This design comes from an exercise in tuning for small area on the open sky130 flow, not from production work.
The RTL was checked by simulation tests, not by an equivalence proof against the original design.
Power is estimated from default activity; no workload was simulated.

<file path="flow/run.sh">
#!/bin/bash
# synth_recipe.tcl (not shown) runs the flow's synth.tcl, then flattens the netlist and writes it again
# the make line also repeats each setting of config.mk as NAME=value (left out here)
make -C /OpenROAD-flow-scripts/flow DESIGN_CONFIG=/design/flow/config.mk WORK_HOME=/design/flow/orfs CLKGATE_MAP_FILE= SYNTH_SCRIPT=/design/flow/synth_recipe.tcl finish
</file>
<file path="flow/config.mk">
export PLATFORM = sky130hd
export DESIGN_NAME = rgb2ycbcr
export DESIGN_NICKNAME = rgb2ycbcr
export VERILOG_FILES = /design/flow/design.v
export SDC_FILE = /design/flow/constraint.sdc
export NUM_CORES = 4
export LEC_CHECK = 0
export CAP_MARGIN = 20
export CORE_MARGIN = 2
export CORE_UTILIZATION = 40
export SLEW_MARGIN = 20
</file>
<file path="flow/constraint.sdc">
create_clock -name core_clock -period 5.0 [get_ports {clk}]
set_input_delay 1.0000 -clock core_clock [delete_from_list [all_inputs] [get_ports {clk}]]
set_output_delay 1.0000 -clock core_clock [all_outputs]
set_load 0.01 [all_outputs]
</file>
<file path="flow/design.v">
module rgb2ycbcr
(
    input clk,
    input rst_n,
    input [7:0] R,
    input [7:0] G,
    input [7:0] B,
    output reg [7:0] Y,
    output reg [7:0] Cb,
    output reg [7:0] Cr
);
reg [7:0] R_ff, G_ff, B_ff;
reg [7:0] Y_ff, Cb_ff, Cr_ff;
reg [15:0] r0, r1, r2;
reg [15:0] g0, g1, g2;
reg [15:0] b0, b1, b2;
reg [15:0] r0_next, r1_next, r2_next;
reg [15:0] g0_next, g1_next, g2_next;
reg [15:0] b0_next, b1_next, b2_next;
always @(posedge clk) begin
    if(!rst_n) begin
        r0 <= 0;
        r1 <= 0;
        r2 <= 0;
        g0 <= 0;
        g1 <= 0;
        g2 <= 0;
        b0 <= 0;
        b1 <= 0;
        b2 <= 0;
    end
    else begin
        r0 <= r0_next;
        r1 <= r1_next;
        r2 <= r2_next;
        g0 <= g0_next;
        g1 <= g1_next;
        g2 <= g2_next;
        b0 <= b0_next;
        b1 <= b1_next;
        b2 <= b2_next;
    end
end
always @(posedge clk) begin
    if(!rst_n) begin
        R_ff <= 0;
        G_ff <= 0;
        B_ff <= 0;
    end
    else begin
        R_ff <= R;
        G_ff <= G;
        B_ff <= B;
    end
end
always @* begin
    r0_next = R_ff * 8'd66;
    r1_next = R_ff * 8'd38;
    r2_next = R_ff * 8'd112;
    g0_next = G_ff * 8'd129;
    g1_next = G_ff * 8'd74;
    g2_next = G_ff * 8'd94;
    b0_next = B_ff * 8'd25;
    b1_next = B_ff * 8'd112;
    b2_next = B_ff * 8'd18;
end
reg [15:0] Y0, Y0_next;
reg [15:0] Cb0, Cb0_next;
reg [15:0] Cr0, Cr0_next;
always @(posedge clk) begin
    if(!rst_n) begin
        Y0 <= 0;
        Cb0 <= 0;
        Cr0 <= 0;
    end
    else begin
        Y0 <= Y0_next;
        Cb0 <= Cb0_next;
        Cr0 <= Cr0_next;
    end
end
always@* begin
    Y0_next = r0 + g0 + b0 + 16'd4096;
    Cb0_next = b1 - r1 - g1 + 16'd32768;
    Cr0_next = r2 - g2 - b2 + 16'd32768;
end
reg [7:0] Y1, Cb1, Cr1;
always @(posedge clk) begin
    if(!rst_n) begin
        Y <= 0;
        Cb <= 0;
        Cr <= 0;
    end
    else begin
        Y <= Y_ff;
        Cb <= Cb_ff;
        Cr <= Cr_ff;
    end
end
always @* begin
    Y_ff = Y0[15:8] + Y0[7];
    Cb_ff = Cb0[15:8] + Cb0[7];
    Cr_ff = Cr0[15:8] + Cr0[7];
end
endmodule 
</file>
==> summary.txt <==
* Final worst path period share at between 70% and 80%
* Detailed Routing Iterations Pass 1 at 4
* Critical path capture point type: flip-flop
* Crit path max-delay cell type: dfxtp_1
* DRC violations left at 0
* Min cycle time layout at 3.959 ns
* H-tree Lvls at 4
* Synth top area cells: dfxtp_1 (30%), ha_1 (21%), fa_1 (13%)
* Finished layout cell area at roughly 14,000 um2
* Hpwl dp at roughly 19 mm
* Layout fillers at roughly 2,900
* Yosys Warn Count at 1
* Initial antenna violation count at 1
* Leak pwr at between 6 and 7 nW
* Register clock-pin slew on the reported worst setup and hold paths at approximately 0.070 ns
* #FFs+latches synth at 182
* Critical path launch point type: flip-flop
* Clock latency at the later pin of the worst-skew pair at between 0.4 and 0.5 ns
* IO buf count at 49
* Worst-path cell chain: inv_1, fa_1, inv_1, ha_1, fa_1, fa_1, a21o_1, a211oi_1, nor2_1, nor4_2, o31ai_1, xor2_1, and2_1
* Layout area overhead at 12.47%
* Synth cell types at 50
* Die H at around 180 um
* Hold WS at roughly 0.55 ns
* Syn_area_per_cell at 9.891 um2
* Slew Limit Fails at 0
* Critical path arrival at between 4 and 5 ns
* Area of the core at a little under 30,000 um2
* # diodes at 0
* EDFF count, synth at 0
* Vias at 7,774
* Worst VDD drop at approximately 0.00024 V
* # IOs at 50
* Maximum number of pins on one net before global-route repair at 113
* Antenna-violating nets left at 0
* CP Data Required Time at about 5.3 ns
* CP max stage delay at between 0.6 and 0.7 ns
* Post-Synthesis Cells at ~1,200
* Final RePlAce weighted congestion at 0.8319
* Max-cap viol count at 0
* TNS Setup at 0 ns
* Setup-failing EPs final at 0
* Row cnt at 63
* First-pass GRT wire length at slightly below 40 mm
* Total Wirelength at roughly 24 mm
* Nets at between 1,500 and 2,000
* Dpl cell area at 13,040 um2
* Post-CTS Setup Bufs at 0
* Slew at the pin closest to its max-slew limit at about 0.90 ns
* RSZ-0062 raised after global routing: no
* Worst-path fanout max at 10
* Synthesized area at approximately 12,000 um2
* Most numerous cell in the Yosys netlist: ha_1
* Synthesized net count at 1,535
* Clock root cell: clkbuf_16
* Die width at about 180 um
* Tot GR Track Use at between 10% and 20%
* FMAX at between 0.2 and 0.3 GHz
* Routed wire length per instance at ~14 um
* Worst hold path class: reg2reg
* Initial Util at 40.81%
* Vias in the first global route at slightly below 8,000
* Final Hold Viols at 0
* Post-synth top area cell: dfxtp_1
* Sequential area share after synthesis at 30.05%
* Post-CTS Hold Fix Bufs at 0
* Post-synth top cells: ha_1 (206), inv_1 (198), dfxtp_1 (182)
* CTS buffer count at 17
* CTS tree: yes
* Total power per unit cell area at between 300 and 400 nW/um2
* Top FF cell, synth: dfxtp_1
* Most used cell, CP: fa_1
* Drt first-iter violations at 301
* Clock Skews at about 0.0084 ns
* Status: finished clean
* Slew headroom at approximately two fifths
* Clock Sinks at between 150 and 200
* Max Buffers Root-to-Sink at 2
* Die area at 31,730 um2
* Async SR Flop Fraction at 0%
* WS Path Type: reg2reg
* Layout cells sized above 1 at 3.963%
* Grt total ovfl at 0
* Yosys top cell area share at a little under a third
* Resize count post-CTS at 0
* Via density at 4.636
[metal layers]
layer / share of wire, % / track usage [%] / vias up
met5: 0 / 0 / -
met4: 1.7 / 4.611 / 0
met3: 3.7 / 2.579 / 24
met2: 47 / 26.92 / 103
met1: 48 / 21.51 / 3592
li1: - / - / 4055
[final cells by class]
class / instances / area, um2 / area share, %
multi-input combinational: 823 / 7654 / 56.11
sequential: 182 / 3643 / 26.71
inverter: 198 / 743.2 / 5.449
timing repair buffer: 52 / 510.5 / 3.743
tap: 390 / 488.0 / 3.578
clock buffer: 19 / 452.9 / 3.321
clock inverter: 13 / 147.6 / 1.082
[worst max-delay path: cells and delay by family, from the launching register on]
family / cells / cell delay [ns]
buffers and inverters: 2 / 0.17
and+or+nand+nor: 3 / 0.47
xor gates and xnor gates: 1 / 0.16
AOI/OAI and AO/OA: 3 / 0.60
DFF: 1 / 0.63
adders and majority gates: 4 / 1.81
[logic make-up after synthesis]
logic type	Yosys count	share of synthesized area, %
AO/OA/AOI/OAI	147	8.337
multiplexers	1	0.08255
XOR/XNOR	81	5.850
buffers and inverters	221	6.841
AND/OR/NAND/NOR	311	14.88
flip-flops	182	30.05
adder cells (fa/ha/maj)	283	33.97
[power breakdown]
group | total [mW] | switching (mW) | internal (mW)
Sequential | 1.81 | 0.131 | 1.68
Clock | 1.38 | 0.611 | 0.771
Combinational | 1.88 | 0.954 | 0.926
[cells in the final DEF, fill, tap and decap left out, types with 24 or more instances in the layout]
| master | n |
|---|---|
| o21ai_0 | 24 |
| fa_1 | 77 |
| dfxtp_1 | 182 |
| clkdlybuf4s50_1 | 48 |
| nor2_1 | 32 |
| xnor2_1 | 56 |
| inv_1 | 198 |
| nor2b_1 | 25 |
| a21o_1 | 26 |
| xor2_1 | 25 |
| a21oi_1 | 40 |
| ha_1 | 206 |
| and2_1 | 146 |
[worst paths after layout]
check	from	to	slack, ns	cells after the start
setup / recovery	G_ff[4]	g2[14]	1.04	13
hold / removal	Cr0[8]	Cr[0]	0.55	2
setup reg to reg	G_ff[4]	g2[14]	1.04	13
hold reg to reg	Cr0[8]	Cr[0]	0.55	2
[state kept, by name, indices dropped and copies added, names as in the netlist, 9 cells and up]
name,cells
b1,10
Y0,9
r0,13
g2,13
Cb0,9
r2,9
g0,16
b0,13
Cr0,9
r1,13
g1,12
[stage by stage]
| step | std cells | util [%] | setup slack (ns) | power, mW |
|---|---|---|---|---|
| final | 1677 | 45.90 | 1.041 | 5.070 |
| after detailed placement | 1645 | 43.88 | 1.053 | 3.735 |
| after global placement | 1645 | 43.88 | 1.195 | 3.707 |
| after global routing | 1677 | 45.90 | 0.7513 | 5.486 |
| after CTS | 1677 | 45.90 | 1.032 | 5.140 |
| after floorplan | 1226 | - | 1.417 | 3.257 |

what the ideal ports hide:
No port has a modelled driver above. Below, the same layout with a new extraction and two added sets of constraints.
Step 1 (the two cells are an assumption about what drives the block):
set clk [get_ports {clk}]
set_driving_cell -lib_cell sky130_fd_sc_hd__clkbuf_16 $clk
set_driving_cell -lib_cell sky130_fd_sc_hd__buf_2 [delete_from_list [all_inputs] $clk]
Step 2, shift: input delay + t, output delay - t, t = (earliest + latest rising clock arrival at the registers) / 2. This alone moves slack from input paths to output paths.
Slacks: ideal ports / drivers / drivers and shift; pairs: ideal ports / drivers.
t, ns: 0.475
setup WS [ns]: 1.041 / 1.041 / 1.041
hold slack, ns: 0.553 / 0.553 / 0.553
latest minus earliest clock arrival (ns): 0.009 / 0.009
After both steps this run still meets setup and hold. For this run, drivers alone change the setup slack by 0.000 ns; drivers and shift together by 0.000 ns.
